From an optimization exercise on the open Yosys and OpenROAD flow, aimed at small area and a short achievable clock period; shortcuts taken in it are not production practice. Function was not checked in any run shown here: the RTL went through the layout flow alone. No activity file was given, so power comes from the tool's default toggle rates. The flow treats the clock pin as an ideal source, which a real chip does not have.

==> design/flow/design.v <==
`timescale 1ns / 1ps
module shaping_v5(
inp,shapedout,conf,clk,count,rst
    ,r1,r2);
    input [13:0] inp;
    input [11:0] conf;
    input clk;
    input rst;
    output [13:0] shapedout;
    output [11:0] count;
    output r1;
    output r2;
    parameter k = 100;
    parameter l = 200;
    localparam N = k+l+k+1;           
    wire [4:0] tau = conf[4:0];
    wire [4:0] m3  = conf[9:5];
    wire [1:0] sel = conf[11:10];
    reg [11:0] cnt;
    reg rst1;
    reg rst2;      
    reg rst7;      
    reg rst2d;     
    reg [14*N-1:0] dline;
    reg signed [15:0] temp3;
    reg signed [22:0] acc4;
    reg signed [15:0] q3;
    reg signed [22:0] tmpS;
    reg signed [15:0] tmpT;
    reg [22:0] t6lo;
    reg [21:0] t6hi;
    reg signed [1:0] c6;
    reg [13:0] temp7;
    always @(posedge clk) begin
        if (rst)
            cnt <= 12'h001;
        else if (|cnt)
            cnt <= cnt + 1'b1;
        else
            cnt <= 12'h000;
    end
    always @(posedge clk) begin
        rst1  <= rst | (rst1 & (cnt < k+l+k+1));
        rst2  <= rst | (rst1 & (cnt < k+l+k+2));
        rst7  <= rst | (rst1 & (cnt < k+l+k+7));
        rst2d <= rst7;
    end
    always @(posedge clk)
        dline <= {dline[14*(N-1)-1:0], inp};
    wire signed [15:0] d0   = {{2{dline[13]}}, dline[13:0]};
    wire signed [15:0] dk   = {{2{dline[14*k+13]}}, dline[14*k+:14]};
    wire signed [15:0] dkl  = {{2{dline[14*(k+l)+13]}}, dline[14*(k+l)+:14]};
    wire signed [15:0] dklk = {{2{dline[14*(k+l+k)+13]}}, dline[14*(k+l+k)+:14]};
    wire signed [23:0] w4 = {acc4, 1'b0};
    wire signed [23:0] w4s = w4 >>> tau;
    wire signed [22:0] temp5 = tmpS + {{7{tmpT[15]}}, tmpT};
    wire [24:0] lo_sum = {2'b00, t6lo} + {{2{tmpS[22]}}, tmpS} + {{9{tmpT[15]}}, tmpT};
    wire [21:0] t6hi_now = t6hi + {{20{c6[1]}}, c6};
    wire signed [44:0] temp6 = {t6hi_now, t6lo};
    always @(posedge clk)
        q3 <= dklk - dk - dkl;
    always @(posedge clk) begin
        if (rst7 | rst2d) begin
            temp3 <= 16'sd0;
            acc4  <= 23'sd0;
        end else begin
            temp3 <= d0 + q3;
            acc4  <= acc4 + {{7{d0[15]}}, d0} + {{7{q3[15]}}, q3};
        end
    end
    always @(posedge clk) begin
        if (rst7) begin
            tmpS  <= 23'sd0;
            tmpT  <= 16'sd0;
            t6lo  <= 23'd0;
            t6hi  <= 22'd0;
            c6    <= 2'sd0;
        end else begin
            if (tau == 5'd0)
                tmpS <= acc4;
            else if (tau == 5'd31)
                tmpS <= 23'sd0;
            else
                tmpS <= w4s[22:0];
            tmpT  <= (tau == 5'd0) ? 16'sd0 : temp3;
            t6lo  <= lo_sum[22:0];
            t6hi  <= t6hi_now;
            c6    <= lo_sum[24:23];
        end
    end
    wire signed [13:0] inps = inp;
    reg signed [44:0] vsrc;
    always @(*)
        case (sel)
        2'd0: vsrc = inps;
        2'd1: vsrc = temp3;
        2'd2: vsrc = temp5;
        default: vsrc = temp6;
        endcase
    wire signed [44:0] vsh = vsrc >>> m3;
    always @(posedge clk) begin
        if (rst7)
            temp7 <= 14'd0;
        else
            temp7 <= vsh[13:0];
    end
    assign shapedout = temp7;
    assign count = cnt;
    assign r1 = rst1;
    assign r2 = rst2;
endmodule
==> design/flow/flow/run.sh <==
#!/bin/bash
# Standard synthesis, then the standard layout with: a larger setup margin
# for timing repair, plain buffers (buf_4) on the ports instead of delay
# cells, and no dummy loads in clock tree synthesis. The clock period and
# constraints are unchanged.
set -euo pipefail
bash standard.sh synth > synth.log 2>&1
bash standard.sh SETUP_SLACK_MARGIN=7.6 \
  "BUFFER_PORTS_ARGS=-buffer_cell sky130_fd_sc_hd__buf_4" \
  "CTS_ARGS=-sink_clustering_enable -repair_clock_nets -sink_clustering_size 30 -sink_clustering_max_diameter 110 -buf_list sky130_fd_sc_hd__clkbuf_16 -dont_use_dummy_load" \
  finish > layout.log 2>&1
==> design/flow/standard.sh <==
#!/bin/bash
# synth_recipe.tcl (not shown) runs the flow's synth.tcl, then flattens the netlist and writes it again
# the make line also repeats each setting of config.mk as NAME=value (left out here)
make -C /OpenROAD-flow-scripts/flow DESIGN_CONFIG=/design/flow/config.mk WORK_HOME=/design/flow/orfs CLKGATE_MAP_FILE= SYNTH_SCRIPT=/design/flow/synth_recipe.tcl "${@:-finish}"
==> design/flow/config.mk <==
export PLATFORM = sky130hd
export DESIGN_NAME = shaping_v5
export DESIGN_NICKNAME = shaping_v5
export VERILOG_FILES = /design/flow/design.v
export SDC_FILE = /design/flow/constraint.sdc
export NUM_CORES = 4
export LEC_CHECK = 0
export CAP_MARGIN = 20
export CORE_MARGIN = 2
export CORE_UTILIZATION = 55
export CTS_BUF_LIST = sky130_fd_sc_hd__clkbuf_16
export CTS_CLUSTER_DIAMETER = 110
export CTS_CLUSTER_SIZE = 30
export SLEW_MARGIN = 20
==> design/flow/constraint.sdc <==
create_clock -name core_clock -period 11.0 [get_ports {clk}]
set_input_delay 2.2000 -clock core_clock [delete_from_list [all_inputs] [get_ports {clk}]]
set_output_delay 2.2000 -clock core_clock [all_outputs]
set_load 0.01 [all_outputs]
==> summary.txt, run 1 <==
status no timing/DRC/antenna violations; PortBufs 55; ys async rst share 0%; CP max stage delay 600 ps; dpl cell area 0.1318 mm^2; Psw approximately 5.7 mW; Sequential Power Share a little over two thirds; critical hold path startpoint dline[36]; die area 0.2361 mm^2; synth warn 1; actual slew at the worst max-slew pin 921.8 ps; Tmin final 3961 ps; CP max stage cell fa_1; internal power approximately 25 mW; vias after detailed routing 47460; Initial Utilization 55.45%; clk sink count 5785; Max-Cap Viols 0; post-synth top area share 90.68%; Critical R2R Launch tmpT[2]; wire per inst approximately 15 um; Num CTS Buffers 215; first-pass GRT wire length 262100 um; fmax 252.5 MHz; Clk network pwr share 29.7%; Layout area overhead 9.368%; TritonCTS clock tree built; worst-case vdd ir drop 177.8 uV; Layout Nets 7961; hold depth 0; final hold slack 248.6 ps; dpl ws around 5800 ps; die height 485.9 um; worst path required time 11630 ps; die width 485.9 um; core footprint 0.2303 mm^2; Crit Path Class register to register; I/O pins 56; RR Endpoint c6[1]; element type at the critical path end register; Root Driver clkbuf_16; Worst slew margin 38.32%; fin crit share 36.01%; Distinct cells, synth between 80 and 90; H-tree lvl count 4; vias in the first global route ~48000; worst setup margin 7039 ps; arrival time at the worst endpoint 4590 ps; mapped cell area 0.1277 mm^2; DR pass1 iterations 5; Clock Skew 104.4 ps; initial DRC count 2167; initial antenna violation count 6; number of core rows 176; syn avg cell area 17.17 um^2; Logic pwr share less than 1%; reg-to-reg setup timing slack 7040 ps; Reg2Reg Depth 13; Antenna Nets Post-Route 0; DRC 0; RSZ-0062 raised after global routing true; setup TNS 0 ps; Synth area leaders dfxtp_1, ha_1, fa_1; mean number of vias per cell 4.407; Yosys top cell by area dfxtp_1; crit-path max FO 3; Mapped Cells around 7400; cell breakdown of the critical path fa_1 > ha_4 > a211o_1 > o211ai_1 > a21oi_4 > a221o_1 > a41o_1 > o41ai_4 > o21ai_2 > or4_4 > a31oi_4 > xnor2_2 > nor2_2; clock slew at reported path FFs 110 ps; Top FF cell, synth dfxtp_1; # setup viols final 0; Yosys reg bits 5785; Clock Tree Buf Depth 3; Hold Path Class register to register; post-detail-place hpwl 90750 um; GRT Resource Usage Total 13.71%; remaining global-route overflow 0; final hold viol count 0; leakage power 56.06 nW; RePlAce Congestion 0.7656; startpoint types register; WHS Endpoint dline[50]; max-slew violations 0; share of cells above drive strength 1 9.234%; Synthesized Nets between 7000 and 8000; Post-synth EDFFs 0; Seq/Total Area, Yosys 90.68%; largest net degree at the start of global routing 48; final instance area 0.1397 mm^2; PD cells 217.4 mW/mm^2; fill cell count 17040; switching share of power 18.75%; final WL around 160000 um; clk latency of the worst-skew pair 880 ps
==> cells by family after synthesis <==
family | synth area share [%]
buffers and inverters | 0.5378
AOI/OAI and AO/OA | 2.731
xor gates and xnor gates | 0.6858
adders and majority gates | 2.224
and+or+nand+nor | 2.111
DFF | 90.68
muxes | 1.031
==> worst max-delay path by stage <==
stage          startpoint        end  slack, ps  cells after the start
4_1_cts           t6lo[2]      c6[1]       7010                     13
2_1_floorplan    conf[11]   temp7[7]       7020                     11
3_3_place_gp     conf[11]   temp7[3]       5770                     10
5_1_grt           tmpT[2]      c6[1]       6890                     13
6_report          tmpT[2]      c6[1]       7040                     13
3_5_place_dp     conf[11]  temp7[11]       5800                      9
==> layout by cell type (no fill, tap or decap), drive strengths merged, types with 65 or more instances in the layout <==
master,count
dfxtp,5785
fa,65
o21ai,113
nor2,203
clkbuf,215
xnor2,66
nand2,119
a21oi,121
inv,99
ha,123
buf,169
==> synthesized netlist by cell type (all sizes together), types with 24 or more instances <==
master,n
clkbuf,67
ha,123
xnor2,66
fa,65
o21ai,113
inv,100
mux2i,55
mux4,24
nor2b,24
and2,31
a21oi,121
dfxtp,5785
xor2,34
nor2,203
nand3,45
nor3,41
a211oi,32
nand2,119
a21o,40
==> flip-flops by register name (all words and copies together) (netlist names), 2 cells and up <==
name	flops
acc4	23
c6	2
cnt	12
dline	5614
q3	16
t6hi	22
t6lo	23
temp3	16
temp7	14
tmpS	23
tmpT	16
==> routing by layer <==
layer,global-route usage [%],share of wire [%],wire length [um]
met5,0,0.0081,13
met4,4.122,2.7,4392
met3,2.578,3.4,5555
met2,18.70,39,62070
met1,21.94,55,89090
==> power by group through the flow <==
stage / Sequential (mW) / Clock, mW / Combinational [mW]
CTS: 21.1 / 9.37 / 0.224
global placement: 21.6 / 0 / 0.196
global route: 21.1 / 10.1 / 0.263
finish: 21.1 / 9.02 / 0.241
floorplan: 21.6 / 0 / 0.140
detailed placement: 21.6 / 0 / 0.195
==> per-stage QoR <==
| stage | utilization, % | cells | total power [mW] |
|---|---|---|---|
| after floorplan | - | 7438 | 21.71 |
| after global placement | 57.22 | 10440 | 21.79 |
| after detailed placement | 57.22 | 10440 | 21.79 |
| after CTS | 60.27 | 10730 | 30.70 |
| after global routing | 60.64 | 10770 | 31.50 |
| final | 60.64 | 10770 | 30.36 |
==> worst max-delay path: cells and delay by family, from the launching register on <==
| family | cells | cell delay, ps |
|---|---|---|
| DFF | 1 | 350 |
| adders and majority gates | 2 | 820 |
| xor gates and xnor gates | 1 | 160 |
| and+or+nand+nor | 2 | 510 |
| AOI/OAI and AO/OA | 8 | 1940 |
==> what timing repair did <==
item,CTS,global route
cloned,2,0
setup endpoints to repair,73,72
gates resized for setup,285,125
buffers inserted,68,41
hold buffers,0,0
pin swaps,81,110
==> cell type report <==
cell class / instances / area (um^2) / share of cell area, %
Sequential cell: 5785 / 115900 / 83.00
Inverter: 101 / 409.1 / 0.2929
Timing Repair Buffer: 170 / 1579 / 1.130
Tap cell: 3026 / 3786 / 2.711
Multi-Input combinational cell: 1472 / 12590 / 9.015
Clock buffer: 215 / 5380 / 3.852
Antenna cell: 1 / 2.502 / 0.001792
==> inputs of run 2 (changes only) <==
--- a/design/flow/design.v
+++ b/design/flow/design.v
@@ -71,5 +71,12 @@
     always @(posedge clk) begin
+        if (tau == 5'd0)
+            tmpS <= acc4;
+        else if (tau == 5'd31)
+            tmpS <= 23'sd0;
+        else
+            tmpS <= w4s[22:0];
+        tmpT <= (tau == 5'd0) ? 16'sd0 : temp3;
+    end
+    always @(posedge clk) begin
         if (rst7) begin
-            tmpS  <= 23'sd0;
-            tmpT  <= 16'sd0;
             t6lo  <= 23'd0;
@@ -78,9 +85,2 @@
         end else begin
-            if (tau == 5'd0)
-                tmpS <= acc4;
-            else if (tau == 5'd31)
-                tmpS <= 23'sd0;
-            else
-                tmpS <= w4s[22:0];
-            tmpT  <= (tau == 5'd0) ? 16'sd0 : temp3;
             t6lo  <= lo_sum[22:0];
==> summary.txt, run 2 <==
CP max stage cell mux4_2; setup TNS 0 ps (unchanged); fin crit share 33.48% (-2.5 points); DR pass1 iterations 6 (+1); clk latency of the worst-skew pair 890 ps (about the same); critical hold path startpoint dline[4504]; Mapped Cells 7464 (+0.35%); synth warn 1 (unchanged); switching share of power 18.77% (about the same); Clock Skew 113.6 ps (+9.263 ps); Post-synth top cells dfxtp_1, nor2_1, ha_1, a21oi_1, o21ai_0; die area 0.2367 mm^2 (+0.28%); H-tree lvl count 4 (unchanged); RR Endpoint temp7[10]; Worst slew margin 20.50% (-18 points); syn avg cell area 17.16 um^2 (about the same); Yosys reg bits 5785 (unchanged); Tmin final 3683 ps (-277.9 ps); number of core rows 177 (+0.57%); die height 486.6 um (+0.14%); RSZ-0062 raised after global routing true; vias after detailed routing 47990 (+1.1%); Top FF cell, synth dfxtp_1; Post-CTS Hold Buffers 0 (unchanged); share of cells above drive strength 1 9.286% (+0.051 points); GRT Resource Usage Total 13.82% (+0.11 points); Psw 5.707 mW (+0.22%); fmax 271.5 MHz (+7.5%); initial DRC count 2295 (+5.9%); Reg area 0.1160 mm^2 (about the same); DRC 0 (unchanged); most common cell after layout, fill and taps aside dfxtp_1; Root Driver clkbuf_16; mapped cell area 0.1281 mm^2 (+0.28%); Logic pwr share 0.9% (about the same); delay-heaviest family, CP multiplexers; final std cells w/o fill 10800 (+0.27%); CP max stage delay 510 ps (-90 ps); cell breakdown of the critical path buf_16 > inv_16 > nand2_8 > o21ai_4 > a21oi_1 > mux2_4 > o21bai_4 > mux4_2 > mux2_4 > mux2_4 > o22ai_2; Layout Nets 7972 (+0.14%); clk sink count 5785 (unchanged); final hold viol count 0 (unchanged); remaining global-route overflow 0 (unchanged); Max-Cap Viols 0 (unchanged); largest net degree at the start of global routing 57 (+19%); I/O pins 56 (unchanged); max-slew violations 0 (unchanged); vias in the first global route 47560 (-0.27%); Sequential Power Share 69.5% (about the same); Hold Path Class register to register; core footprint 0.2321 mm^2 (+0.76%); WHS Endpoint dline[4518]; most frequent cells in the layout dfxtp_1, clkbuf_16, nor2_1, buf_4, nand2_1; dpl ws 5714 ps (-90.16 ps); worst-case vdd ir drop 171.5 uV (-3.6%); initial antenna violation count 6 (unchanged); PortBufs 55 (unchanged); Num CTS Buffers 215 (unchanged); PD cells 217.2 mW/mm^2 (about the same); fill cell count 17310 (+1.5%); Clock Tree Buf Depth 3 (unchanged); crit-path max FO 6 (+3); # setup viols final 0 (unchanged); startpoint types input pin; Layout area overhead 9.276% (about the same); die width 486.6 um (+0.14%); Synthesized Nets 7680 (+0.34%); element type at the critical path end register; RePlAce Congestion 0.7998 (+4.5%); Yosys top cell by area dfxtp_1; reg-to-reg setup timing slack 7410 ps (+370 ps); TritonCTS clock tree built; Reg2Reg Depth 13 (unchanged); post-synth top area share 90.43% (-0.25 points); Critical path buffers and inverters 2 (+2); wire per inst 15.15 um (+1.3%); Clk network pwr share 29.6% (about the same); post-detail-place hpwl 93870 um (+3.4%); mean number of vias per cell 4.444 (+0.84%); Most flops, register dline; clock slew at reported path FFs 100 ps (about the same); Distinct cells, synth 87 (+1.2%); fin util 60.30% (-0.34 points); area occupied by multi-input gates 0.01283 mm^2 (+1.9%); Most common cell on crit path mux2_4; ys async rst share 0% (unchanged); Crit Path Class input pin to register; Synth area leaders dfxtp_1, ha_1, fa_1; hold depth 0 (unchanged); first-pass GRT wire length 263200 um (+0.43%); final WL 163700 um (+1.6%); actual slew at the worst max-slew pin 1188 ps (+266.3 ps); Initial Utilization 55.18% (-0.26 points); status no timing/DRC/antenna violations; worst path required time 11690 ps (+60 ps); Critical R2R Launch tmpS[0]; arrival time at the worst endpoint 4370 ps (-220 ps); Placed Instances 10490 (+0.42%); internal power 24.69 mW (+0.10%); Largest register FFs 5614 (unchanged); most frequent cell after synthesis dfxtp_1; Post-synth EDFFs 0 (unchanged); leakage power 56.05 nW (about the same); Antenna Nets Post-Route 0 (unchanged); Crit. path cell count 11 (-2); worst setup margin 7317 ps (+277.9 ps); Seq/Total Area, Yosys 90.43% (-0.25 points)
## run 2: metal layers
metal | track usage [%] | part of all wire [%] | vias to the layer above
met2 | 19.30 | 39 | 502
met1 | 21.91 | 55 | 23000
met5 | 0 | 0.0098 | -
li1 | - | - | 24250
met3 | 2.576 | 3.8 | 236
met4 | 3.673 | 2.3 | 2
## run 2: power groups by stage
stage	combinational (mW)	sequential [mW]	clock (mW)
6_report	0.285	21.1	9.00
5_1_grt	0.310	21.1	10.1
4_1_cts	0.261	21.1	9.37
3_5_place_dp	0.232	21.6	0
3_3_place_gp	0.233	21.6	0
2_1_floorplan	0.171	21.6	0
## run 2: area by class of cell
cell class / count / area share [%]
inverter: 110 / 0.3138
clock buffer: 215 / 3.844
tap: 3043 / 2.720
antenna: 2 / 0.003576
multi-input combinational: 1487 / 9.165
sequential: 5785 / 82.86
timing repair buffer: 157 / 1.093
## run 2: what timing repair did
| item | CTS | global route |
|---|---|---|
| buffers inserted | 51 | 37 |
| pin swaps | 62 | 66 |
| gates resized for setup | 290 | 138 |
| cloned | 2 | 5 |
| endpoints found under the setup margin | 86 | 80 |
## run 2: worst register-to-register path, stage by stage, from the launching register on
cell and delay [ps]:
dfxtp_4 380, ha_4 160, inv_2 50, fa_2 240, nor2b_4 50, o31a_4 330, o21ai_4 200, nand2_4 90
xor2_2 170, mux4_2 480, mux4_2 540, a211o_1 310, o211a_1 120, a221o_1 320
## run 2: worst max-delay path by stage
| stage | slack [ps] | startpoint | end |
|---|---|---|---|
| floorplan | 6630 | conf[10] | temp7[0] |
| global placement | 5810 | conf[11] | temp7[1] |
| detailed placement | 5710 | conf[11] | temp7[1] |
| CTS | 7380 | tmpS[0] | temp7[5] |
| global route | 7330 | tmpS[0] | temp7[10] |
| finish | 7320 | conf[10] | temp7[0] |
## run 2: metrics by stage
step,total power [mW],hold WS (ps),instance area [um^2]
CTS,30.75,211.7,138900
finish,30.40,227.5,140000
floorplan,21.75,309.6,128300
global route,31.55,224.9,140000
detailed placement,21.84,312.1,132100
global placement,21.84,309.5,132100
## run 2: cells by family (layout without fill, tap and decap cells)
group                    Yosys count  after routing  share of synthesized area (%)
buffers and inverters            194            482                         0.6477
AND/OR/NAND/NOR                  558            560                          2.083
XOR/XNOR                          95             95                         0.6497
AO/OA/AOI/OAI                    531            531                          2.772
multiplexers                     113            113                          1.206
flip-flops                      5785           5785                          90.43
other                              0              2                              0
adder cells (fa/ha/maj)          188            188                          2.218

## afterwards: timing with drivers on the ports
The results above use ideal ports. As a check the final layouts listed here were re-extracted and re-timed, cells and wires unchanged.
Step 1 assumes that a clkbuf_16 drives the clock port and a buf_2 every other input.
Step 2 times the ports against the registers' clock, not the clock port: input delays grow and output delays shrink by t, the midpoint of the rising clock arrivals with the driver on.
Slacks: ideal / step 1 / step 2; pairs: ideal / step 1.
run | t (ns) | setup WS [ns] | worst setup path at the end | latest minus earliest clock arrival (ns) | pins driven straight from the clock port
run 1 | 0.881 | 7.039 / 7.039 / 6.485 | input to register | 0.190 / 0.189 | 1
run 2 | 0.906 | 7.317 / 7.282 / 6.375 | input to register | 0.160 / 0.161 | 1
After both steps setup and hold are still met in every run listed. For run 2, which loses most, drivers alone change the setup slack by -0.035 ns; drivers and shift together by -0.942 ns.
